Source: an optimization exercise on an open RTL-to-GDS flow (aim: small area and a short achievable clock period). Production flows keep margins and buffers that such runs may drop. RTL that was checked went through simulation tests only; none was proved equivalent to the original. For runs 1 and 5, only the layout was checked, not whether the RTL still works.

## flow/design.v (module list and top-level ports; edited modules follow where they fit)
// module posit_mul_mant: 2164 lines
// module padd: 59 lines
// module posit_decode: 96 lines
// module posit_expo: 36 lines
// module posit_add_mant: 41 lines
// module lane_add28: 17 lines
// module posit_encode: 61 lines
// module posit_core: 223 lines
// module dpu_pe_operator_top: 89 lines
module dpu_pe_operator_top (
  input               clk,
  input        [31:0] in_0,
  input        [31:0] in_1,
  input        [3:0]  opcode,
  input        [1:0]  precision_config,
  output logic [31:0] out
);
  // ...
==> flow/flow/run.sh <==
#!/bin/bash
# Standard layout (the standard.sh: the standard synthesis and ORFS
# steps at the design's clock period and constraints) with two changes to
# how it is optimised:
#  - every input and output port still gets its buffer, but a plain buf_2
#    instead of the delay-cell buffer the default picks;
#  - the timing repair steps keep a larger setup slack margin, so that they
#    size and buffer the critical paths.
# The make output is in standard.log, each step's log under orfs/logs.
bash standard.sh "BUFFER_PORTS_ARGS=-buffer_cell sky130_fd_sc_hd__buf_2" \
  SETUP_SLACK_MARGIN=19.5 finish > standard.log 2>&1
==> flow/standard.sh <==
#!/bin/bash
# synth_recipe.tcl (not shown) runs the flow's synth.tcl, then flattens the netlist and writes it again
# the make line also repeats each setting of config.mk as NAME=value (left out here)
make -C /OpenROAD-flow-scripts/flow DESIGN_CONFIG=/design/flow/config.mk WORK_HOME=/design/flow/orfs CLKGATE_MAP_FILE= SYNTH_SCRIPT=/design/flow/synth_recipe.tcl "${@:-finish}"
==> flow/config.mk <==
export PLATFORM = sky130hd
export DESIGN_NAME = dpu_pe_operator_top
export DESIGN_NICKNAME = dpu_pe_operator_top
export VERILOG_FILES = /design/flow/design.v
export SDC_FILE = /design/flow/constraint.sdc
export NUM_CORES = 4
export LEC_CHECK = 0
export ABC_AREA = 1
export CAP_MARGIN = 20
export CORE_MARGIN = 2
export CORE_UTILIZATION = 55
export SLEW_MARGIN = 20
==> flow/constraint.sdc <==
create_clock -name core_clock -period 30.0 [get_ports {clk}]
set_input_delay 6.0000 -clock core_clock [delete_from_list [all_inputs] [get_ports {clk}]]
set_output_delay 6.0000 -clock core_clock [all_outputs]
set_load 0.01 [all_outputs]
==> flow_metrics.env, run 1 <==
export IMPL_arrival_ns=4.19
export IMPL_wl_met3_mm=20.2
export IMPL_flops_and_latches=203
export IMPL_vias=46600
export IMPL_die_x_um=278
export IMPL_netlist_area_um2=41400
export IMPL_initial_utilization=0.556
export IMPL_yosys_area_share_adder=0.197
export IMPL_cp_depth=23
export IMPL_nets=7017
export IMPL_clock_area_frac=0.0204
export IMPL_use_met1=0.552
export IMPL_post_synth_top_area_cell="nand2_1"
export IMPL_synth_enable_flop_cells=0
export IMPL_cp_cell_sequence="buf_4 > o21ai_4 > a21oi_1 > o21bai_1 > a22oi_1 > nand2_1 > nand3_1 > o21ai_0 > o21ai_1 > ha_1 > nand2_1 > nor2_2 > nand2_1 > nor2_2 > nand2_2 > o21ai_4 > nand2_1 > nand2_1 > nand2_2 > nor2_4 > nand2_1 > xnor2_1 > buf_2"
export IMPL_cts_root_buf="clkbuf_16"
export IMPL_fill_cells=7580
export IMPL_synth_xor_area_share=0.104
export IMPL_yosys_area_share_simple=0.263
export IMPL_grtUsageTotal=0.445
export IMPL_final_cell_mix="nand2_1, inv_1, o21ai_0, xor2_1, nor2_1"
export IMPL_status="no timing/DRC/antenna violations"
export IMPL_critPathKind="flip-flop to output port"
export IMPL_grt_overflow=0
export IMPL_synthMostInstantiatedCell="nand2_1"
==> module dpu_pe_operator_top, before the edit <==
module dpu_pe_operator_top (
  input               clk,
  input        [31:0] in_0,
  input        [31:0] in_1,
  input        [3:0]  opcode,
  input        [1:0]  precision_config,
  output logic [31:0] out
);
  logic        m16_a, m8_a;
  logic [24:0] mw0_a, mw1_a;
  logic [7:0]  esw0_a, esw1_a;
  logic [14:0] dr0_a, dr1_a;
  logic [3:0]  fl0_a, fl1_a;
  logic [31:0] np_a;
  logic        in_0_bigger;
  assign m16_a = (precision_config == 2'd1);
  assign m8_a  = (precision_config == 2'd2);
  posit_decode DEC0 (.x(in_0), .m16(m16_a), .m8(m8_a), .mw(mw0_a), .esw(esw0_a), .dr(dr0_a), .fl(fl0_a));
  posit_decode DEC1 (.x(in_1), .m16(m16_a), .m8(m8_a), .mw(mw1_a), .esw(esw1_a), .dr(dr1_a), .fl(fl1_a));
  logic [31:0] cmp_s;
  logic        take0, take1;
  padd #(.N(32), .BK(0)) CMP (.a(in_0), .b(~in_1), .ci(1'b0), .s(cmp_s), .co(in_0_bigger));
  assign take0 = (opcode == 4'd6) | ((opcode == 4'd7) & in_0_bigger) | ((opcode == 4'd8) & ~in_0_bigger);
  assign take1 = ((opcode == 4'd7) & ~in_0_bigger) | ((opcode == 4'd8) & in_0_bigger);
  assign np_a  = ({32{take0}} & in_0) | ({32{take1}} & in_1);
  logic [24:0] mw0_q, mw1_q;
  logic [7:0]  esw0_q, esw1_q;
  logic [14:0] dr0_q, dr1_q;
  logic [3:0]  fl0_q, fl1_q;
  logic [31:0] np_q;
  logic        posit_q, mul_q, m16_q, m8_q, m16p_q, m8p_q;
  logic        mm32_q, mn8_q, mn16_q;
  always_ff @(posedge clk) begin
    mw0_q   <= mw0_a;
    mw1_q   <= mw1_a;
    esw0_q  <= esw0_a;
    esw1_q  <= esw1_a;
    dr0_q   <= dr0_a;
    dr1_q   <= dr1_a;
    fl0_q   <= fl0_a;
    fl1_q   <= fl1_a;
    np_q    <= np_a;
    posit_q <= (opcode == 4'd1) | (opcode == 4'd2);
    mul_q   <= (opcode == 4'd2);
    m16_q   <= m16_a;
    m8_q    <= m8_a;
    m16p_q  <= precision_config[0];    
    m8p_q   <= precision_config[1];    
    mm32_q  <= (precision_config == 2'd0);
    mn8_q   <= (precision_config != 2'd2);
    mn16_q  <= (precision_config != 2'd1);
  end
  logic [31:0] w_b;
  logic [3:0]  g_b;
  logic        d16_b;
  logic [1:0]  d8_b;
  logic [3:0]  d4_b, d2_b, d1_b;
  logic [3:0]  fill_b;
  posit_core CORE (.mw0(mw0_q), .mw1(mw1_q), .esw0(esw0_q), .esw1(esw1_q), .dr0(dr0_q), .dr1(dr1_q),
                   .fl0(fl0_q), .fl1(fl1_q), .np(np_q),
                   .posit(posit_q), .mul(mul_q), .m16(m16_q), .m8(m8_q),
                   .m16p(m16p_q), .m8p(m8p_q), .mm32(mm32_q), .mn8(mn8_q), .mn16(mn16_q),
                   .w(w_b), .g(g_b), .d16(d16_b), .d8(d8_b), .d4(d4_b), .d2(d2_b), .d1(d1_b), .fill(fill_b));
  logic [31:0] w_q;
  logic [3:0]  g_q;
  logic        d16_q;
  logic [1:0]  d8_q;
  logic [3:0]  d4_q, d2_q, d1_q;
  logic        m16_qq, m8_qq;
  logic [3:0]  fill_q;
  logic        xh_q, xf_q;
  always_ff @(posedge clk) begin
    w_q    <= w_b;
    g_q    <= g_b;
    d16_q  <= d16_b;
    d8_q   <= d8_b;
    d4_q   <= d4_b;
    d2_q   <= d2_b;
    d1_q   <= d1_b;
    m16_qq <= m16_q;
    m8_qq  <= m8_q;
    fill_q <= fill_b;
    xh_q   <= ~m8_q;
    xf_q   <= ~m8_q & ~m16_q;
  end
  posit_encode ENC (.w(w_q), .g(g_q), .d16(d16_q), .d8(d8_q), .d4(d4_q), .d2(d2_q), .d1(d1_q),
                    .fill(fill_q), .xh(xh_q), .xf(xf_q),
                    .m16(m16_qq), .m8(m8_qq), .out(out));
endmodule
==> inputs of run 2 (changes only) <==
--- a/flow/design.v
+++ b/flow/design.v
@@ -2709,6 +2709,8 @@
   logic [14:0] dr0_a, dr1_a;
   logic [3:0]  fl0_a, fl1_a;
   logic [31:0] np_a;
+  logic        posit_a;
+  assign posit_a = (opcode == 4'd1) | (opcode == 4'd2);
   logic        in_0_bigger;
   assign m16_a = (precision_config == 2'd1);
   assign m8_a  = (precision_config == 2'd2);
@@ -2724,20 +2726,18 @@
   logic [7:0]  esw0_q, esw1_q;
   logic [14:0] dr0_q, dr1_q;
   logic [3:0]  fl0_q, fl1_q;
-  logic [31:0] np_q;
   logic        posit_q, mul_q, m16_q, m8_q, m16p_q, m8p_q;
   logic        mm32_q, mn8_q, mn16_q;
   always_ff @(posedge clk) begin
-    mw0_q   <= mw0_a;
+    mw0_q   <= posit_a ? mw0_a : np_a[24:0];
     mw1_q   <= mw1_a;
-    esw0_q  <= esw0_a;
+    esw0_q  <= posit_a ? esw0_a : {1'b0, np_a[31:25]};
     esw1_q  <= esw1_a;
     dr0_q   <= dr0_a;
     dr1_q   <= dr1_a;
     fl0_q   <= fl0_a;
     fl1_q   <= fl1_a;
-    np_q    <= np_a;
-    posit_q <= (opcode == 4'd1) | (opcode == 4'd2);
+    posit_q <= posit_a;
     mul_q   <= (opcode == 4'd2);
     m16_q   <= m16_a;
     m8_q    <= m8_a;
@@ -2754,7 +2754,7 @@
   logic [3:0]  d4_b, d2_b, d1_b;
   logic [3:0]  fill_b;
   posit_core CORE (.mw0(mw0_q), .mw1(mw1_q), .esw0(esw0_q), .esw1(esw1_q), .dr0(dr0_q), .dr1(dr1_q),
-                   .fl0(fl0_q), .fl1(fl1_q), .np(np_q),
+                   .fl0(fl0_q), .fl1(fl1_q), .np({esw0_q[6:0], mw0_q}),
                    .posit(posit_q), .mul(mul_q), .m16(m16_q), .m8(m8_q),
                    .m16p(m16p_q), .m8p(m8p_q), .mm32(mm32_q), .mn8(mn8_q), .mn16(mn16_q),
                    .w(w_b), .g(g_b), .d16(d16_b), .d8(d8_b), .d4(d4_b), .d2(d2_b), .d1(d1_b), .fill(fill_b));
--- a/flow/flow/run.sh
+++ b/flow/flow/run.sh
@@ -8,4 +8,4 @@
 #    size and buffer the critical paths.
 # The make output is in standard.log, each step's log under orfs/logs.
 bash standard.sh "BUFFER_PORTS_ARGS=-buffer_cell sky130_fd_sc_hd__buf_2" \
-  SETUP_SLACK_MARGIN=19.5 finish > standard.log 2>&1
+  SETUP_SLACK_MARGIN=20.5 finish > standard.log 2>&1
==> flow_metrics.env, run 2 <==
export IMPL_grt_pass1_wl_mm=264
export IMPL_final_cell_mix="nand2_1, inv_1, xor2_1, nor2_1, o21ai_0"
export IMPL_hp_class="flip-flop to flip-flop"
export IMPL_antenna_found_initial=11
export IMPL_crit_required_ns=24.00
export IMPL_synth_enable_flop_cells=0
export IMPL_globalplace_congestion=1.06
export IMPL_top_regs="w_q (32), mw0_q (25), mw1_q (25)"
export IMPL_synth_area_mux_share=0.00437
export IMPL_vias=47300
export IMPL_drtIter0Drc=6457
export IMPL_setup_ws_ns=20.17
export IMPL_cts_tree="built"
export IMPL_syn_avg_cell_area_um2=6.28
export IMPL_critPathKind="flip-flop to output port"
export IMPL_drive_above_1_share=0.108
export IMPL_setup_viol=0
export IMPL_clock_sinks=171
export IMPL_ant_nets=0
export IMPL_num_rows=100
export IMPL_yosys_area_share_simple=0.270
export IMPL_yosys_area_share_adder=0.197
export IMPL_place_ws_ns=18.65
export IMPL_cp_startpoint="xf_q"
export IMPL_numCtsBuffers=17
export IMPL_area_delta_synth_final_pct=8.76
export IMPL_cts_root_buf="clkbuf_16"
export IMPL_clock_skew_ns=0.0239
export IMPL_end_kind="output port"
export IMPL_clk_pin_slew_ns=0.09
export IMPL_hold_violations=0
export IMPL_timing_fmax_mhz=102
export IMPL_arrival_ns=3.83
export IMPL_worstSetupEndpoint="out[18]"
export IMPL_max_stage_delay_ns=0.48
export IMPL_wl_mm=178
export IMPL_largest_reg_flops=32
export IMPL_clockBufferDepth=2
export IMPL_grt_overflow=0
export IMPL_status="no timing/DRC/antenna violations"
export IMPL_die_height_um=278
export IMPL_h_tree_depth=4
export IMPL_finalCriticalPeriod_ns=9.83
export IMPL_io_pins=103
export IMPL_detail_route_vias_per_cell=6.25
export IMPL_yosysTopAreaCellShare=0.148
export IMPL_io_buffer_count=102
export IMPL_grt_pass1_vias=43700
export IMPL_drc_errors=0
export IMPL_cp_max_fo=6
export IMPL_synth_nets=7121
export IMPL_setup_tns_ns=0
export IMPL_clk_latency_ns=0.51
export IMPL_rsz0062_at_grt="true"
export IMPL_synth_compound_area_share=0.221
export IMPL_dp_cells=7409
export IMPL_cp_cell_sequence="clkinvlp_4 > or2_2 > a22o_1 > nand2_1 > nand3_1 > o21ai_2 > o21a_1 > a211oi_1 > ha_1 > nand2_2 > nor2_4 > nand2_2 > o32ai_4 > buf_4 > buf_6 > nand3_2 > a21oi_2 > nor2_1 > nor2_1 > buf_2"
export IMPL_synth_area_leaders="nand2_1, fa_1, xor2_1"
export IMPL_reg2reg_depth=31
export IMPL_synthTopCellsByCount="nand2_1, inv_1, xor2_1, nor2_1, o21ai_0"
export IMPL_dieArea_um2=77200
export IMPL_async_reset_ff_frac=0
export IMPL_maxSlewViolCount=0
export IMPL_wl_per_cell_um=23.5
export IMPL_yosys_most_used_dff="dfxtp_1"
export IMPL_synthMostInstantiatedCell="nand2_1"
export IMPL_grtUsageTotal=0.445
export IMPL_top_register="w_q"
export IMPL_critPathLaunchType="flip-flop"
export IMPL_grt_max_degree=70
export IMPL_maxCapViolations=0
export IMPL_die_x_um=278
export IMPL_r2r_slack_ns=20.92
export IMPL_synth_distinct_cells=89
export IMPL_fin_cells=7565
export IMPL_ys_ff_latch=171
export IMPL_whs_ns=0.584
export IMPL_nets=7135
export IMPL_rr_startpoint="mw1_q[7]"
export IMPL_netlist_area_um2=41200
export IMPL_yosysWarnings=10
export IMPL_core_um2=74300
export IMPL_cp_slowest_cell="dfxtp_4"
export IMPL_ys_seq_area_frac=0.0830
export IMPL_final_common_cell="nand2_1"
export IMPL_reg2reg_to="g_q[2]"
export IMPL_relSlewSlack=0.190
export IMPL_dr_pass1_iters=9
export IMPL_post_synth_top_area_cell="nand2_1"
export IMPL_initial_utilization=0.555
export IMPL_place_hpwl_mm=138
export IMPL_synth_xor_area_share=0.107
export IMPL_synth_top_family_by_area="simple AND/OR/NAND/NOR gates"
export IMPL_min_period_over_period=0.328
export IMPL_worstMarginPinSlew_ns=1.20
export IMPL_synthCells=6566
==> run 2: cell count changes in the layout (fill, tap and decap cells not counted), sizes merged, moves of 17 or more <==
cell / before / now
nand2: 1623 / 1670
o21ai: 621 / 560
xor2: 424 / 441
buf: 188 / 277
a21oi: 244 / 289
dfxtp: 203 / 171
nand3: 345 / 368
nor2: 428 / 455
nand4: 61 / 39
clkinv: 47 / 28
==> run 2: worst max-delay path: cells and delay by family, from the launching register on <==
family          cells  cell delay (ns)
simple gates        9             0.98
buf+inv             4             0.60
flops               1             0.48
fa+ha+maj           1             0.34
compound gates      6             0.91
==> run 2: timing repair <==
action / CTS / global route
endpoints found under the setup margin: 153 / 142
resized for setup: 95 / 198
cloned: 5 / 5
pin swaps: 22 / 45
buffers inserted: 28 / 83
hold buffers: 0 / 0
==> run 2: area by class of cell <==
cell class	instances	area, µm²
Timing Repair Buffer	280	2030
Sequential cell	171	3450
Clock inverter	13	150
Timing Repair inverter	1	7.51
Multi-Input combinational cell	5163	33900
Inverter	946	3660
Tap cell	969	1210
Fill cell	7462	29500
Clock buffer	19	453
Antenna cell	3	7.51
==> run 2: worst min path at each step <==
stage | startpoint | endpoint | slack (ns) | cells after the start
after global placement | m8_q | m8_qq | 0.63 | 0
final | m8_q | m8_qq | 0.58 | 0
after CTS | m16_q | m16_qq | 0.59 | 1
after global routing | m8_q | m8_qq | 0.59 | 0
after floorplan | m16_q | m16_qq | 0.33 | 0
after detailed placement | m8_q | m8_qq | 0.63 | 0
==> run 2: metrics by stage <==
step | area [µm²] | util
global placement | 42200 | 0.568
finish | 44800 | 0.603
detailed placement | 42200 | 0.568
global route | 44800 | 0.603
floorplan | 41200 | -
CTS | 43400 | 0.584
==> run 2: kinds of logic (layout without fill, tap and decap cells) <==
family	count (synthesis)	after routing
xor+xnor	492	492
other cells	0	3
flops	171	171
buf+inv	1238	1259
fa+ha+maj	484	484
simple gates	2650	2656
compound gates	1513	1513
mux	18	18
==> run 2: routing by layer <==
layer  part of all wire  vias up  global-route usage
li1                   -    21700                   -
met1               0.38    21700               0.568
met2               0.42     3152               0.674
met3               0.13      758               0.115
met4              0.075       16               0.272
met5            0.00064        -                   0
==> inputs of run 3 (changes only) <==
--- a/flow/flow/run.sh
+++ b/flow/flow/run.sh
@@ -8,4 +8,4 @@
 #    size and buffer the critical paths.
 # The make output is in standard.log, each step's log under orfs/logs.
 bash standard.sh "BUFFER_PORTS_ARGS=-buffer_cell sky130_fd_sc_hd__buf_2" \
-  SETUP_SLACK_MARGIN=20.5 finish > standard.log 2>&1
+  SETUP_SLACK_MARGIN=20 finish > standard.log 2>&1
==> flow_metrics.env, run 3 <==
export IMPL_status="no timing/DRC/antenna violations"
export IMPL_synthCells=6566
export IMPL_antenna_found_initial=9
export IMPL_hp_class="flip-flop to flip-flop"
export IMPL_dr_wl_met2_mm=73.7
export IMPL_cp_startpoint="d16_q"
export IMPL_synth_nets=7121
export IMPL_top_layer_used="met5"
export IMPL_critPathLaunchType="flip-flop"
export IMPL_clk_pin_slew_ns=0.08
export IMPL_grtUsageTotal=0.443
export IMPL_final_common_cell="nand2_1"
export IMPL_io_buffer_count=102
export IMPL_relSlewSlack=0.251
export IMPL_timing_fmax_mhz=101
export IMPL_nets=7086
export IMPL_synthTopCellsByCount="nand2_1, inv_1, xor2_1, nor2_1, o21ai_0"
export IMPL_synth_enable_flop_cells=0
export IMPL_num_rows=100
export IMPL_place_hpwl_mm=138
export IMPL_utilization=0.592
export IMPL_clock_skew_ns=0.0297
export IMPL_die_x_um=278
export IMPL_ys_seq_area_frac=0.0830
export IMPL_netlist_area_um2=41200
export IMPL_detail_route_vias_per_cell=6.26
export IMPL_area_delta_synth_final_pct=6.65
export IMPL_yosys_most_used_dff="dfxtp_1"
export IMPL_clk_latency_ns=0.51
export IMPL_io_pins=103
export IMPL_final_cell_mix="nand2_1, inv_1, xor2_1, nor2_1, o21ai_0"
export IMPL_synth_distinct_cells=89
export IMPL_critPathKind="flip-flop to output port"
export IMPL_largest_reg_flops=32
export IMPL_setup_viol=0
export IMPL_vias=47000
export IMPL_synthMostInstantiatedCell="nand2_1"
export IMPL_drtIter0Drc=6199
export IMPL_path_common_cell="nand2_2"
export IMPL_finalCriticalPeriod_ns=9.88
export IMPL_yosysTopAreaCellShare=0.148
export IMPL_dieArea_um2=77200
export IMPL_rsz0062_at_grt="true"
export IMPL_drive_above_1_share=0.0918
export IMPL_top_register="w_q"
export IMPL_grt_pass1_wl_mm=262
export IMPL_syn_avg_cell_area_um2=6.28
export IMPL_synth_area_leaders="nand2_1, fa_1, xor2_1"
export IMPL_initial_utilization=0.555
export IMPL_yosysWarnings=10
export IMPL_cp_slowest_cell="dfxtp_4"
export IMPL_cp_cell_sequence="buf_4 > nand2_2 > clkinvlp_4 > buf_12 > a21oi_4 > nand2_2 > a22oi_2 > mux2i_1 > nand2_1 > o21a_1 > a211oi_1 > ha_1 > nand2_2 > nor2_4 > nand2_2 > o32ai_4 > nand4_1 > a21boi_2 > a21oi_1 > nor2_1 > buf_2"
export IMPL_setup_tns_ns=0
export IMPL_r2r_slack_ns=20.43
export IMPL_cts_tree="built"
export IMPL_clockBufferDepth=2
export IMPL_grt_overflow=0
export IMPL_wl_mm=176
export IMPL_grt_max_degree=70
export IMPL_dr_pass1_iters=7
export IMPL_h_tree_depth=4
export IMPL_min_period_over_period=0.329
export IMPL_post_synth_top_area_cell="nand2_1"
export IMPL_core_um2=74300
export IMPL_wl_met3_mm=21.9
export IMPL_fill_cells=7554
export IMPL_cts_root_buf="clkbuf_16"
export IMPL_hold_buffers=0
export IMPL_crit_required_ns=24.00
export IMPL_top_regs="w_q (32), mw0_q (25), mw1_q (25)"
export IMPL_cp_max_fo=7
export IMPL_grt_pass1_vias=43400
export IMPL_reg2reg_depth=53
export IMPL_maxSlewViolCount=0
export IMPL_end_kind="output port"
export IMPL_ys_ff_latch=171
export IMPL_drc_errors=0
export IMPL_rr_startpoint="m16_q"
export IMPL_numCtsBuffers=17
export IMPL_arrival_ns=3.88
export IMPL_dp_cells=7409
export IMPL_maxCapViolations=0
export IMPL_fin_cells=7516
export IMPL_die_height_um=278
export IMPL_max_stage_delay_ns=0.37
export IMPL_globalplace_congestion=1.06
export IMPL_whs_ns=0.579
export IMPL_wl_met1_mm=67.9
export IMPL_async_reset_ff_frac=0
export IMPL_ant_nets=0
export IMPL_clock_sinks=171
export IMPL_worstSetupEndpoint="out[30]"
export IMPL_wl_per_cell_um=23.4
export IMPL_hold_violations=0
export IMPL_reg2reg_to="g_q[2]"
export IMPL_worstMarginPinSlew_ns=1.11
-- run 3: cell types whose count changed in the layout (fill, tap and decap cells not counted), moves of 6 or more --
cell and change:
buf_4 -41, nand2_1 +8, nand2_4 -8, nand3_1 +6
o21ai_0 +16, o21ai_1 -10, xor2_1 +10, xor2_2 -10
-- run 3: layout make-up --
class,instances,area [µm²],area share
multi-input combinational,5162,33500,0.763
clock inverter,13,150,0.00341
antenna,3,7.51,0.000171
timing repair buffer,232,1560,0.0356
timing repair inverter,1,5.00,0.000114
clock buffer,19,453,0.0103
inverter,946,3610,0.0821
sequential,171,3440,0.0783
tap,969,1210,0.0276
-- run 3: critical path, delay by kind of cell (launching register included) --
kind	cells	cell delay, ns
adders and majority gates	1	0.35
DFF	1	0.37
and+or+nand+nor	8	0.82
buffers and inverters	4	0.54
muxes	1	0.13
AOI/OAI and AO/OA	7	1.16
-- run 3: how the worst min path moves through the flow --
stage,startpoint,endpoint,depth (start not counted)
global placement,m8_q,m8_qq,0
floorplan,m16_q,m16_qq,0
global route,m16_q,m16_qq,1
detailed placement,m8_q,m8_qq,0
CTS,m16_q,m16_qq,1
finish,m16_q,m16_qq,1
-- run 3: timing repair --
item                       CTS  global route
gates cloned                 1             5
pin swaps                    5            33
setup endpoints to repair  121           135
resized for setup           39           133
buffers inserted             9            57
-- run 3: cell families (layout without fill, tap and decap cells) --
family                   after synthesis  after routing  share of synthesized area
flip-flops                           171            171                     0.0830
AND/OR/NAND/NOR                     2650           2655                      0.270
AO/OA/AOI/OAI                       1513           1513                      0.221
adder cells (fa/ha/maj)              484            484                      0.197
other                                  0              3                          0
XOR/XNOR                             492            492                      0.107
multiplexers                          18             18                    0.00437
buffers and inverters               1238           1211                      0.117
-- run 3: layer usage --
layer | up-vias | global-route usage
li1 | 21600 | -
met1 | 21600 | 0.567
met2 | 3142 | 0.671
met3 | 726 | 0.118
met4 | 8 | 0.256
met5 | - | 0
-- run 3: metrics by stage --
step / setup slack (ns) / cell area, µm²
CTS: 20.00 / 43000
floorplan: 20.91 / 41200
global placement: 18.73 / 42200
detailed placement: 18.65 / 42200
global route: 19.87 / 44000
finish: 20.12 / 44000
==> inputs of run 4 (changes only) <==
--- a/flow/flow/run.sh
+++ b/flow/flow/run.sh
@@ -8,4 +8,4 @@
 #    size and buffer the critical paths.
 # The make output is in standard.log, each step's log under orfs/logs.
 bash standard.sh "BUFFER_PORTS_ARGS=-buffer_cell sky130_fd_sc_hd__buf_2" \
-  SETUP_SLACK_MARGIN=20 finish > standard.log 2>&1
+  SETUP_SLACK_MARGIN=20.2 finish > standard.log 2>&1
==> flow_metrics.env, run 4 <==
export IMPL_final_common_cell="nand2_1"
export IMPL_nets=7096
export IMPL_setup_viol=0
export IMPL_hp_class="flip-flop to flip-flop"
export IMPL_ant_nets=0
export IMPL_detail_route_vias_per_cell=6.28
export IMPL_dr_pass1_iters=7
export IMPL_grt_overflow=0
export IMPL_cp_max_fo=6
export IMPL_async_reset_ff_frac=0
export IMPL_clk_pin_slew_ns=0.09
export IMPL_hold_violations=0
export IMPL_clockBufferDepth=2
export IMPL_timing_fmax_mhz=102
export IMPL_critPathLaunchType="flip-flop"
export IMPL_io_buffer_count=102
export IMPL_io_pins=103
export IMPL_h_tree_depth=4
export IMPL_whs_ns=0.571
export IMPL_synthTopCellsByCount="nand2_1, inv_1, xor2_1, nor2_1, o21ai_0"
export IMPL_drive_above_1_share=0.0957
export IMPL_die_x_um=278
export IMPL_ys_ff_latch=171
export IMPL_core_um2=74300
export IMPL_num_rows=100
export IMPL_grtUsageTotal=0.444
export IMPL_cp_slowest_cell="dfxtp_4"
export IMPL_end_kind="output port"
export IMPL_critPathKind="flip-flop to output port"
export IMPL_post_synth_top_area_cell="nand2_1"
export IMPL_vias=47200
export IMPL_ys_seq_area_frac=0.0830
export IMPL_worstMarginPinSlew_ns=1.17
export IMPL_synth_area_leaders="nand2_1, fa_1, xor2_1"
export IMPL_min_period_over_period=0.328
export IMPL_reg2reg_depth=39
export IMPL_synthMostInstantiatedCell="nand2_1"
export IMPL_cts_root_buf="clkbuf_16"
export IMPL_arrival_ns=3.84
export IMPL_setup_tns_ns=0
export IMPL_synthCells=6566
export IMPL_whs_path_depth=0
export IMPL_place_hpwl_mm=138
export IMPL_setup_ws_ns=20.16
export IMPL_antenna_cells=0
export IMPL_crit_required_ns=24.00
export IMPL_die_height_um=278
export IMPL_clk_latency_ns=0.51
export IMPL_dp_cells=7409
export IMPL_numCtsBuffers=17
export IMPL_drtIter0Drc=6414
export IMPL_yosysWarnings=10
export IMPL_yosysTopAreaCellShare=0.148
export IMPL_rsz0062_at_grt="true"
export IMPL_cts_tree="built"
export IMPL_relSlewSlack=0.219
export IMPL_fin_cells=7523
export IMPL_synth_enable_flop_cells=0
export IMPL_final_cell_mix="nand2_1, inv_1, xor2_1, nor2_1, o21ai_0"
export IMPL_wl_mm=177
export IMPL_place_ws_ns=18.65
export IMPL_wl_per_cell_um=23.5
export IMPL_largest_reg_flops=32
export IMPL_grt_pass1_vias=43600
export IMPL_synth_distinct_cells=89
export IMPL_grt_pass1_wl_mm=263
export IMPL_fin_area_um2=44200
export IMPL_dieArea_um2=77200
export IMPL_top_regs="w_q (32), mw0_q (25), mw1_q (25)"
export IMPL_finalCriticalPeriod_ns=9.84
export IMPL_initial_utilization=0.555
export IMPL_maxSlewViolCount=0
export IMPL_cp_cell_sequence="nor2_4 > nor2_4 > buf_4 > o21ai_0 > nand2_1 > a22oi_2 > mux2i_1 > nand2_1 > o21a_1 > a211oi_1 > ha_1 > nand3_1 > o32ai_4 > nand4_1 > a21boi_2 > a21oi_1 > nor2_1 > buf_2"
export IMPL_clock_skew_ns=0.0264
export IMPL_synth_nets=7121
export IMPL_maxCapViolations=0
export IMPL_utilization=0.595
export IMPL_top_register="w_q"
export IMPL_area_delta_synth_final_pct=7.17
export IMPL_grt_max_degree=70
export IMPL_drc_errors=0
export IMPL_syn_avg_cell_area_um2=6.28
export IMPL_yosys_most_used_dff="dfxtp_1"
export IMPL_place_area_um2=42200
export IMPL_antenna_found_initial=10
export IMPL_max_stage_delay_ns=0.48
export IMPL_clock_sinks=171
export IMPL_globalplace_congestion=1.06
export IMPL_status="no timing/DRC/antenna violations"
export IMPL_netlist_area_um2=41200
run 4: routing by layer:
metal | vias up | part of all wire | track usage
met5 | - | 0.00038 | 0
met4 | 10 | 0.076 | 0.270
met3 | 776 | 0.13 | 0.114
met2 | 3210 | 0.42 | 0.668
met1 | 21700 | 0.38 | 0.570
li1 | 21600 | - | -
run 4: what timing repair did:
item / in CTS / in global routing
gates cloned: 2 / 5
hold buffers: 0 / 0
endpoints found under the setup margin: 145 / 133
pin swaps: 17 / 36
buffers inserted: 23 / 52
resized for setup: 68 / 147
run 4: worst max-delay path: cells and delay by family (launching register included):
family,cells,cell delay (ns)
and+or+nand+nor,7,0.89
adders and majority gates,1,0.21
muxes,1,0.19
AOI/OAI and AO/OA,7,1.27
buffers and inverters,2,0.28
DFF,1,0.48
run 4: cells by family (layout without fill, tap and decap cells):
group,count (synthesis),after routing,synth area share
buffers and inverters,1238,1221,0.117
adder cells (fa/ha/maj),484,484,0.197
multiplexers,18,18,0.00437
AO/OA/AOI/OAI,1513,1513,0.221
flip-flops,171,171,0.0830
XOR/XNOR,492,492,0.107
AND/OR/NAND/NOR,2650,2655,0.270
run 4: final timing paths:
check	from	endpoint	slack (ns)
worst max-delay path	xf_q	out[30]	20.16
worst max register to register	mw1_q[13]	fill_q[0]	20.58
worst min register to register	m8_q	m8_qq	0.57
worst min-delay path	m8_q	m8_qq	0.57
run 4: cell type report:
cell class / instances / area [µm²]
multi-input cells: 5162 / 33600
fillers: 7518 / 30100
inverters: 946 / 3620
flip-flops and latches: 171 / 3440
repair buffers: 242 / 1670
well taps: 969 / 1210
clock buffers: 19 / 453
clock inverters: 13 / 150
repair inverters: 1 / 7.51
==> module posit_core, before the edit <==
module posit_core (
  input  logic [24:0] mw0,
  input  logic [24:0] mw1,
  input  logic [7:0]  esw0,
  input  logic [7:0]  esw1,
  input  logic [14:0] dr0,
  input  logic [14:0] dr1,
  input  logic [3:0]  fl0,
  input  logic [3:0]  fl1,
  input  logic [31:0] np,
  input  logic        posit,
  input  logic        mul,
  input  logic        m16,
  input  logic        m8,
  input  logic        m16p,        
  input  logic        m8p,
  input  logic        mm32,        
  input  logic        mn8,         
  input  logic        mn16,        
  output logic [31:0] w,
  output logic [3:0]  g,
  output logic        d16,
  output logic [1:0]  d8,
  output logic [3:0]  d4,
  output logic [3:0]  d2,
  output logic [3:0]  d1,
  output logic [3:0]  fill
);
  logic       m32;
  assign m32 = ~m16 & ~m8;
  logic       nz0_32, nz1_32;
  logic [1:0] nz0_16, nz1_16;
  logic [3:0] nz0_8,  nz1_8;
  assign nz0_32 = mw0[24];
  assign nz1_32 = mw1[24];
  assign nz0_16 = {mw0[24], mw0[10]};
  assign nz1_16 = {mw1[24], mw1[10]};
  assign nz0_8  = {mw0[22], mw0[16], mw0[10], mw0[4]};
  assign nz1_8  = {mw1[22], mw1[16], mw1[10], mw1[4]};
  logic [27:0] ew0, ew1;
  posit_expo EXP0 (.esw(esw0), .dr(dr0), .fl(fl0), .m16(m16), .m8(m8), .ew(ew0));
  posit_expo EXP1 (.esw(esw1), .dr(dr1), .fl(fl1), .m16(m16), .m8(m8), .ew(ew1));
  logic [49:0] p;
  posit_mul_mant MUL (.a(mw0), .b(mw1), .m32(mm32), .n8(mn8), .n16(mn16), .p(p));
  logic [27:0] dd;
  lane_add28 SUB (.a(ew0), .b(~ew1), .cin(4'b1111), .brk(m8), .s(dd));
  logic       sel32;
  logic [1:0] sel16;
  logic [3:0] sel8;
  logic [3:0] sels;      
  always_comb begin
    sel32 = nz1_32 & (~nz0_32 | dd[13]);
    for (integer i = 0; i < 2; i = i + 1) sel16[i] = nz1_16[i] & (~nz0_16[i] | dd[14*i+13]);
    for (integer i = 0; i < 4; i = i + 1) sel8[i]  = nz1_8[i]  & (~nz0_8[i]  | dd[7*i+6]);
    for (integer s = 0; s < 4; s = s + 1) sels[s] = m8 ? sel8[s] : ((m16 || s >= 2) ? sel16[s/2] : sel32);
  end
  logic [27:0]     ad;
  logic [4:0]      sh32;
  logic [1:0][3:0] sh16;
  logic [3:0][2:0] sh8;
  logic            kill32;
  logic [1:0]      kill16;
  logic [3:0]      kill8;
  always_comb begin
    for (integer s = 0; s < 4; s = s + 1) ad[7*s +: 7] = dd[7*s +: 7] ^ {7{sels[s]}};
    sh32 = ad[4:0];
    kill32 = |ad[13:5];
    for (integer i = 0; i < 2; i = i + 1) begin
      sh16[i] = ad[14*i +: 4];
      kill16[i] = |ad[14*i+4 +: 10];
    end
    for (integer i = 0; i < 4; i = i + 1) begin
      sh8[i] = ad[7*i +: 3];
      kill8[i] = |ad[7*i+3 +: 4];
    end
  end
  logic [24:0]      a32_0, a32_1;
  logic [1:0][10:0] a16_0, a16_1;
  logic [3:0][4:0]  a8_0, a8_1;
  assign a32_0 = mw0;
  assign a32_1 = mw1;
  assign a16_0[0] = mw0[10:0];
  assign a16_0[1] = mw0[24:14];
  assign a16_1[0] = mw1[10:0];
  assign a16_1[1] = mw1[24:14];
  always_comb for (integer i = 0; i < 4; i = i + 1) begin
    a8_0[i] = mw0[6*i +: 5];
    a8_1[i] = mw1[6*i +: 5];
  end
  logic [27:0] fbig, fsml, fsum;
  always_comb begin
    fbig = '0;
    fsml = '0;
    if (m8) begin
      for (integer i = 0; i < 4; i = i + 1) begin
        fbig[7*i+1 +: 5] = sel8[i] ? a8_1[i] : a8_0[i];
        if (!kill8[i]) begin
          if (sel8[i]) fsml[7*i +: 5]   = a8_0[i];
          else         fsml[7*i+1 +: 5] = a8_1[i];
        end
      end
    end else if (m16) begin
      for (integer i = 0; i < 2; i = i + 1) begin
        fbig[14*i+1 +: 11] = sel16[i] ? a16_1[i] : a16_0[i];
        if (!kill16[i]) begin
          if (sel16[i]) fsml[14*i +: 11]   = a16_0[i];
          else          fsml[14*i+1 +: 11] = a16_1[i];
        end
      end
    end else begin
      fbig[1 +: 25] = sel32 ? a32_1 : a32_0;
      if (!kill32) begin
        if (sel32) fsml[0 +: 25] = a32_0;
        else       fsml[1 +: 25] = a32_1;
      end
    end
  end
  posit_add_mant ADD (.big(fbig), .sml(fsml), .sh32(sh32), .sh16(sh16), .sh8(sh8),
                      .m16(m16), .m8(m8), .sum(fsum));
  logic [27:0] ea, eb, en0, en1;
  always_comb begin
    for (integer s = 0; s < 4; s = s + 1) begin
      ea[7*s +: 7] = (mul | ~sels[s]) ? ew0[7*s +: 7] : ew1[7*s +: 7];
      eb[7*s +: 7] = mul ? ew1[7*s +: 7] : 7'd0;
    end
  end
  lane_add28 EADD0 (.a(ea), .b(eb), .cin(4'b0000), .brk(m8), .s(en0));
  lane_add28 EADD1 (.a(ea), .b(eb), .cin(4'b1111), .brk(m8), .s(en1));
  logic [26:0]      mo32;
  logic [1:0][12:0] mo16;
  logic [3:0][6:0]  mo8;
  always_comb begin
    mo32 = mul ? p[49:23] : fsum[26:0];
    mo16[0] = mul ? p[21:9]  : fsum[12:0];
    mo16[1] = mul ? p[49:37] : fsum[26:14];
    for (integer i = 0; i < 4; i = i + 1) mo8[i] = mul ? p[12*i+3 +: 7] : fsum[7*i +: 7];
  end
  logic [1:0][32:0]      wd32_n;
  logic [1:0][4:0]       s32_n;
  logic [1:0][1:0][16:0] wd16_n;
  logic [1:0][1:0][3:0]  s16_n;
  logic [1:0][3:0][8:0]  wd8_n;
  logic [1:0][3:0][2:0]  s8_n;
  always_comb begin
    for (integer n = 0; n < 2; n = n + 1) begin
      logic [27:0] e;
      logic        z;
      e = n ? en1 : en0;
      z = ~mo32[25 + n] | ($signed(e[12:0]) > $signed(13'd1920)) | ($signed(e[12:0]) < $signed(-13'd1984));
      s32_n[n]  = e[12] ? ~e[10:6] : e[10:6];
      wd32_n[n] = z ? 33'd0 : {~e[12], e[12], e[5:0], mo32[n +: 25]};
      for (integer i = 0; i < 2; i = i + 1) begin
        logic [9:0] el;
        el = e[14*i +: 10];
        z = ~mo16[i][11 + n] | ($signed(el) > $signed(10'd224)) | ($signed(el) < $signed(-10'd240));
        s16_n[n][i]  = el[9] ? ~el[7:4] : el[7:4];
        wd16_n[n][i] = z ? 17'd0 : {~el[9], el[9], el[3:0], mo16[i][n +: 11]};
      end
      for (integer i = 0; i < 4; i = i + 1) begin
        logic [6:0] el;
        el = e[7*i +: 7];
        z = ~mo8[i][5 + n] | ($signed(el) > $signed(7'd24)) | ($signed(el) < $signed(-7'd28));
        s8_n[n][i]  = el[6] ? ~el[4:2] : el[4:2];
        wd8_n[n][i] = z ? 9'd0 : {~el[6], el[6], el[1:0], mo8[i][n +: 5]};
      end
    end
  end
  logic [32:0]      wd32;
  logic [4:0]       s32;
  logic [1:0][16:0] wd16;
  logic [1:0][3:0]  s16;
  logic [3:0][8:0]  wd8;
  logic [3:0][2:0]  s8;
  always_comb begin
    wd32 = mo32[26] ? wd32_n[1] : wd32_n[0];
    s32  = mo32[26] ? s32_n[1]  : s32_n[0];
    for (integer i = 0; i < 2; i = i + 1) begin
      wd16[i] = mo16[i][12] ? wd16_n[1][i] : wd16_n[0][i];
      s16[i]  = mo16[i][12] ? s16_n[1][i]  : s16_n[0][i];
    end
    for (integer i = 0; i < 4; i = i + 1) begin
      wd8[i] = mo8[i][6] ? wd8_n[1][i] : wd8_n[0][i];
      s8[i]  = mo8[i][6] ? s8_n[1][i]  : s8_n[0][i];
    end
  end
  always_comb begin
    w = np;
    g = '0;
    d16 = 1'b0;
    d8 = '0;
    d4 = '0;
    d2 = '0;
    d1 = '0;
    if (posit) begin
      if (m8p) begin
        for (integer i = 0; i < 4; i = i + 1) begin
          w[8*i +: 8] = wd8[i][8:1];
          g[i]  = wd8[i][0];
          d4[i] = s8[i][2];
          d2[i] = s8[i][1];
          d1[i] = s8[i][0];
        end
      end else if (m16p) begin
        w = {wd16[1][16:1], wd16[0][16:1]};
        g = {1'b0, wd16[1][0], 1'b0, wd16[0][0]};
        d8 = {s16[1][3], s16[0][3]};
        d4 = {{2{s16[1][2]}}, {2{s16[0][2]}}};
        d2 = {{2{s16[1][1]}}, {2{s16[0][1]}}};
        d1 = {{2{s16[1][0]}}, {2{s16[0][0]}}};
      end else begin
        w = wd32[32:1];
        g = {3'b0, wd32[0]};
        d16 = s32[4];
        d8 = {2{s32[3]}};
        d4 = {4{s32[2]}};
        d2 = {4{s32[1]}};
        d1 = {4{s32[0]}};
      end
    end
    for (integer s = 0; s < 4; s = s + 1)
      fill[s] = m8p ? w[8*s+7] : (m16p ? w[16*(s/2)+15] : w[31]);
  end
endmodule
==> inputs of run 5 (changes only) <==
--- a/flow/design.v
+++ b/flow/design.v
@@ -2486,6 +2486,8 @@
   input  logic        mul,
   input  logic        m16,
   input  logic        m8,
+  input  logic        m16e,        
+  input  logic        m8e,
   input  logic        m16p,        
   input  logic        m8p,
   input  logic        mm32,        
@@ -2512,12 +2514,12 @@
   assign nz0_8  = {mw0[22], mw0[16], mw0[10], mw0[4]};
   assign nz1_8  = {mw1[22], mw1[16], mw1[10], mw1[4]};
   logic [27:0] ew0, ew1;
-  posit_expo EXP0 (.esw(esw0), .dr(dr0), .fl(fl0), .m16(m16), .m8(m8), .ew(ew0));
-  posit_expo EXP1 (.esw(esw1), .dr(dr1), .fl(fl1), .m16(m16), .m8(m8), .ew(ew1));
+  posit_expo EXP0 (.esw(esw0), .dr(dr0), .fl(fl0), .m16(m16e), .m8(m8e), .ew(ew0));
+  posit_expo EXP1 (.esw(esw1), .dr(dr1), .fl(fl1), .m16(m16e), .m8(m8e), .ew(ew1));
   logic [49:0] p;
   posit_mul_mant MUL (.a(mw0), .b(mw1), .m32(mm32), .n8(mn8), .n16(mn16), .p(p));
   logic [27:0] dd;
-  lane_add28 SUB (.a(ew0), .b(~ew1), .cin(4'b1111), .brk(m8), .s(dd));
+  lane_add28 SUB (.a(ew0), .b(~ew1), .cin(4'b1111), .brk(m8e), .s(dd));
   logic       sel32;
   logic [1:0] sel16;
   logic [3:0] sel8;
@@ -2526,7 +2528,7 @@
     sel32 = nz1_32 & (~nz0_32 | dd[13]);
     for (integer i = 0; i < 2; i = i + 1) sel16[i] = nz1_16[i] & (~nz0_16[i] | dd[14*i+13]);
     for (integer i = 0; i < 4; i = i + 1) sel8[i]  = nz1_8[i]  & (~nz0_8[i]  | dd[7*i+6]);
-    for (integer s = 0; s < 4; s = s + 1) sels[s] = m8 ? sel8[s] : ((m16 || s >= 2) ? sel16[s/2] : sel32);
+    for (integer s = 0; s < 4; s = s + 1) sels[s] = m8e ? sel8[s] : ((m16e || s >= 2) ? sel16[s/2] : sel32);
   end
   logic [27:0]     ad;
   logic [4:0]      sh32;
@@ -2598,8 +2600,8 @@
       eb[7*s +: 7] = mul ? ew1[7*s +: 7] : 7'd0;
     end
   end
-  lane_add28 EADD0 (.a(ea), .b(eb), .cin(4'b0000), .brk(m8), .s(en0));
-  lane_add28 EADD1 (.a(ea), .b(eb), .cin(4'b1111), .brk(m8), .s(en1));
+  lane_add28 EADD0 (.a(ea), .b(eb), .cin(4'b0000), .brk(m8e), .s(en0));
+  lane_add28 EADD1 (.a(ea), .b(eb), .cin(4'b1111), .brk(m8e), .s(en1));
   logic [26:0]      mo32;
   logic [1:0][12:0] mo16;
   logic [3:0][6:0]  mo8;
@@ -2726,7 +2728,7 @@
   logic [7:0]  esw0_q, esw1_q;
   logic [14:0] dr0_q, dr1_q;
   logic [3:0]  fl0_q, fl1_q;
-  logic        posit_q, mul_q, m16_q, m8_q, m16p_q, m8p_q;
+  logic        posit_q, mul_q, m16_q, m8_q, m16p_q, m8p_q, m16e_q, m8e_q;
   logic        mm32_q, mn8_q, mn16_q;
   always_ff @(posedge clk) begin
     mw0_q   <= posit_a ? mw0_a : np_a[24:0];
@@ -2743,6 +2745,8 @@
     m8_q    <= m8_a;
     m16p_q  <= precision_config[0];    
     m8p_q   <= precision_config[1];    
+    m16e_q  <= precision_config[0] & (~precision_config[1] | opcode[3]);
+    m8e_q   <= precision_config[1] & (~precision_config[0] | opcode[3]);
     mm32_q  <= (precision_config == 2'd0);
     mn8_q   <= (precision_config != 2'd2);
     mn16_q  <= (precision_config != 2'd1);
@@ -2756,7 +2760,7 @@
   posit_core CORE (.mw0(mw0_q), .mw1(mw1_q), .esw0(esw0_q), .esw1(esw1_q), .dr0(dr0_q), .dr1(dr1_q),
                    .fl0(fl0_q), .fl1(fl1_q), .np({esw0_q[6:0], mw0_q}),
                    .posit(posit_q), .mul(mul_q), .m16(m16_q), .m8(m8_q),
-                   .m16p(m16p_q), .m8p(m8p_q), .mm32(mm32_q), .mn8(mn8_q), .mn16(mn16_q),
+                   .m16e(m16e_q), .m8e(m8e_q), .m16p(m16p_q), .m8p(m8p_q), .mm32(mm32_q), .mn8(mn8_q), .mn16(mn16_q),
                    .w(w_b), .g(g_b), .d16(d16_b), .d8(d8_b), .d4(d4_b), .d2(d2_b), .d1(d1_b), .fill(fill_b));
   logic [31:0] w_q;
   logic [3:0]  g_q;
--- a/flow/flow/run.sh
+++ b/flow/flow/run.sh
@@ -8,4 +8,4 @@
 #    size and buffer the critical paths.
 # The make output is in standard.log, each step's log under orfs/logs.
 bash standard.sh "BUFFER_PORTS_ARGS=-buffer_cell sky130_fd_sc_hd__buf_2" \
-  SETUP_SLACK_MARGIN=20.2 finish > standard.log 2>&1
+  SETUP_SLACK_MARGIN=20 finish > standard.log 2>&1
==> flow_metrics.env, run 5 <==
export IMPL_critPathKind="flip-flop to output port"
export IMPL_dr_pass1_iters=10
export IMPL_h_tree_depth=4
export IMPL_top_register="w_q"
export IMPL_rr_startpoint="mw1_q[17]"
export IMPL_setup_viol=0
export IMPL_hp_class="flip-flop to flip-flop"
export IMPL_max_stage_delay_ns=0.39
export IMPL_vias=47400
export IMPL_clock_skew_ns=0.0295
export IMPL_synthMostInstantiatedCell="nand2_1"
export IMPL_yosys_most_used_dff="dfxtp_1"
export IMPL_synthTopCellsByCount="nand2_1, inv_1, o21ai_0, xor2_1, nor2_1"
export IMPL_netlist_area_um2=41600
export IMPL_ys_ff_latch=173
export IMPL_clk_pin_slew_ns=0.09
export IMPL_place_ws_ns=18.76
export IMPL_largest_reg_flops=32
export IMPL_drtIter0Drc=6300
export IMPL_die_x_um=279
export IMPL_antenna_found_initial=4
export IMPL_cp_max_fo=6
export IMPL_clock_sinks=173
export IMPL_setup_tns_ns=0
export IMPL_async_reset_ff_frac=0
export IMPL_maxSlewViolCount=0
export IMPL_setup_ws_ns=19.96
export IMPL_dieArea_um2=77900
export IMPL_cts_tree="built"
export IMPL_cp_slowest_cell="dfxtp_4"
export IMPL_status="no timing/DRC/antenna violations"
export IMPL_yosysWarnings=10
export IMPL_reg2reg_to="fill_q[2]"
export IMPL_utilization=0.590
export IMPL_post_synth_top_area_cell="nand2_1"
export IMPL_synth_enable_flop_cells=0
export IMPL_num_rows=100
export IMPL_globalplace_congestion=1.07
export IMPL_relSlewSlack=0.320
export IMPL_reg2reg_depth=36
export IMPL_nets=7122
export IMPL_yosysTopAreaCellShare=0.143
export IMPL_rsz0062_at_grt="true"
export IMPL_grt_pass1_wl_mm=267
export IMPL_cp_startpoint="xf_q"
export IMPL_critPathLaunchType="flip-flop"
export IMPL_detail_route_vias_per_cell=6.28
export IMPL_final_common_cell="nand2_1"
export IMPL_hold_violations=0
export IMPL_timing_fmax_mhz=99.6
export IMPL_initial_utilization=0.557
export IMPL_synthCells=6623
export IMPL_fill_cells=7480
export IMPL_numCtsBuffers=17
export IMPL_synth_nets=7178
export IMPL_finalCriticalPeriod_ns=10.04
export IMPL_syn_avg_cell_area_um2=6.28
export IMPL_top_regs="w_q (32), mw0_q (25), mw1_q (25)"
export IMPL_worstMarginPinSlew_ns=1.02
export IMPL_drive_above_1_share=0.0831
export IMPL_min_period_over_period=0.335
export IMPL_ys_seq_area_frac=0.0833
export IMPL_synth_distinct_cells=85
export IMPL_grt_max_degree=64
export IMPL_path_common_cell="nor2_4"
export IMPL_grt_pass1_vias=44200
export IMPL_ant_nets=0
export IMPL_io_pins=103
export IMPL_grtUsageTotal=0.450
export IMPL_arrival_ns=4.04
export IMPL_maxCapViolations=0
export IMPL_area_delta_synth_final_pct=5.96
export IMPL_wl_mm=179
export IMPL_grt_overflow=0
export IMPL_place_hpwl_mm=140
export IMPL_crit_required_ns=24.00
export IMPL_io_buffer_count=102
export IMPL_cts_root_buf="clkbuf_16"
export IMPL_hold_buffers=0
export IMPL_r2r_slack_ns=20.55
export IMPL_end_kind="output port"
export IMPL_synth_area_leaders="nand2_1, fa_1, xor2_1"
export IMPL_core_um2=74700
export IMPL_worstSetupEndpoint="out[31]"
export IMPL_drc_errors=0
export IMPL_clk_latency_ns=0.52
export IMPL_die_height_um=279
export IMPL_clockBufferDepth=2
export IMPL_wl_per_cell_um=23.7
export IMPL_final_cell_mix="nand2_1, inv_1, o21ai_0, xor2_1, nor2_1"
export IMPL_hp_start="esw0_q[1]"
run 5: how the worst min path moves through the flow:
stage	to	cells after the start
after floorplan	m8_qq	0
after global placement	m16_qq	1
after detailed placement	m16_qq	1
after CTS	w_q[26]	2
after global routing	m16_qq	1
final	w_q[26]	2
run 5: final cells by class:
class / count / area (µm²) / share of cell area
Multi-Input combinational cell: 5174 / 33600 / 0.761
Timing Repair inverter: 3 / 20.0 / 0.000454
Sequential cell: 173 / 3480 / 0.0789
Clock buffer: 17 / 425 / 0.00965
Inverter: 972 / 3700 / 0.0840
Timing Repair Buffer: 226 / 1510 / 0.0343
Antenna cell: 2 / 5.00 / 0.000114
Tap cell: 969 / 1210 / 0.0275
Clock inverter: 15 / 176 / 0.00400
run 5: per-layer routing:
layer  share of wire  track usage
met1            0.38        0.554
met2            0.42        0.690
met3            0.12        0.106
met4           0.090        0.321
met5         0.00031            0
run 5: worst max-delay path, delay by kind of cell (launching register included):
| kind | cells | cell delay, ns |
|---|---|---|
| buffers and inverters | 3 | 0.44 |
| adder cells (fa/ha/maj) | 1 | 0.22 |
| flip-flops | 1 | 0.39 |
| AO/OA/AOI/OAI | 7 | 1.08 |
| XOR/XNOR | 1 | 0.13 |
| AND/OR/NAND/NOR | 13 | 1.26 |
run 5: kinds of logic (layout without fill, tap and decap cells):
logic type | Yosys count | count (layout) | synth area share
other cells | 0 | 2 | 0
fa+ha+maj | 484 | 484 | 0.196
compound gates | 1571 | 1571 | 0.226
xor+xnor | 493 | 493 | 0.105
buf+inv | 1279 | 1233 | 0.121
simple gates | 2607 | 2610 | 0.265
mux | 16 | 16 | 0.00385
flops | 173 | 173 | 0.0833
run 5: what timing repair did:
action	CTS	global route
gates cloned	2	5
gates resized for setup	51	96
buffers inserted	18	29
setup endpoints to repair	136	127
pin swaps	18	23
run 5: per-stage QoR:
stage	hold WS [ns]	instance area, µm²	cells
floorplan	0.350	41600	6623
global placement	0.635	42500	7463
detailed placement	0.634	42500	7463
CTS	0.642	43500	7515
global route	0.662	44100	7549
finish	0.652	44100	7551

==> what the ideal ports hide <==
How much do the figures lean on ideal ports? The routed layouts below were timed once more, with nothing changed but the port constraints.
Step 1 (the two cells are an assumption about what drives the block):
set clk [get_ports {clk}]
set_driving_cell -lib_cell sky130_fd_sc_hd__clkbuf_16 $clk
set_driving_cell -lib_cell sky130_fd_sc_hd__buf_2 [delete_from_list [all_inputs] $clk]
Step 2 adds t to the input delays and takes it off the output delays; t is the mean of the earliest and latest rising clock arrival at the registers after step 1. Input paths then give back, and output paths get back, about the clock's delay inside the block.
Slacks: no drivers / after step 1 / after step 2; pairs: no drivers / after step 1.
run | t (ns) | setup slack, ns | worst hold slack (ns) | slew at the worst register clock pin (ns) | worst slew at a driven data input, ns
run 1 | 0.633 | 19.812 / 19.743 / 19.482 | 0.499 / 0.499 / 0.499 | 0.07 / 0.07 | 0.04
run 2 | 0.560 | 20.167 / 20.101 / 20.095 | 0.584 / 0.584 / 0.584 | 0.09 / 0.09 | 0.05
run 3 | 0.563 | 20.124 / 20.059 / 19.759 | 0.579 / 0.579 / 0.579 | 0.10 / 0.10 | 0.05
run 4 | 0.573 | 20.155 / 20.080 / 19.830 | 0.571 / 0.571 / 0.571 | 0.09 / 0.09 | 0.05
run 5 | 0.569 | 19.955 / 19.887 / 19.617 | 0.652 / 0.652 / 0.652 | 0.09 / 0.09 | 0.04
After both steps setup and hold are still met in every run listed. The setup slack of run 3, which loses most, moves by -0.065 ns with the drivers and by -0.365 ns with both steps.
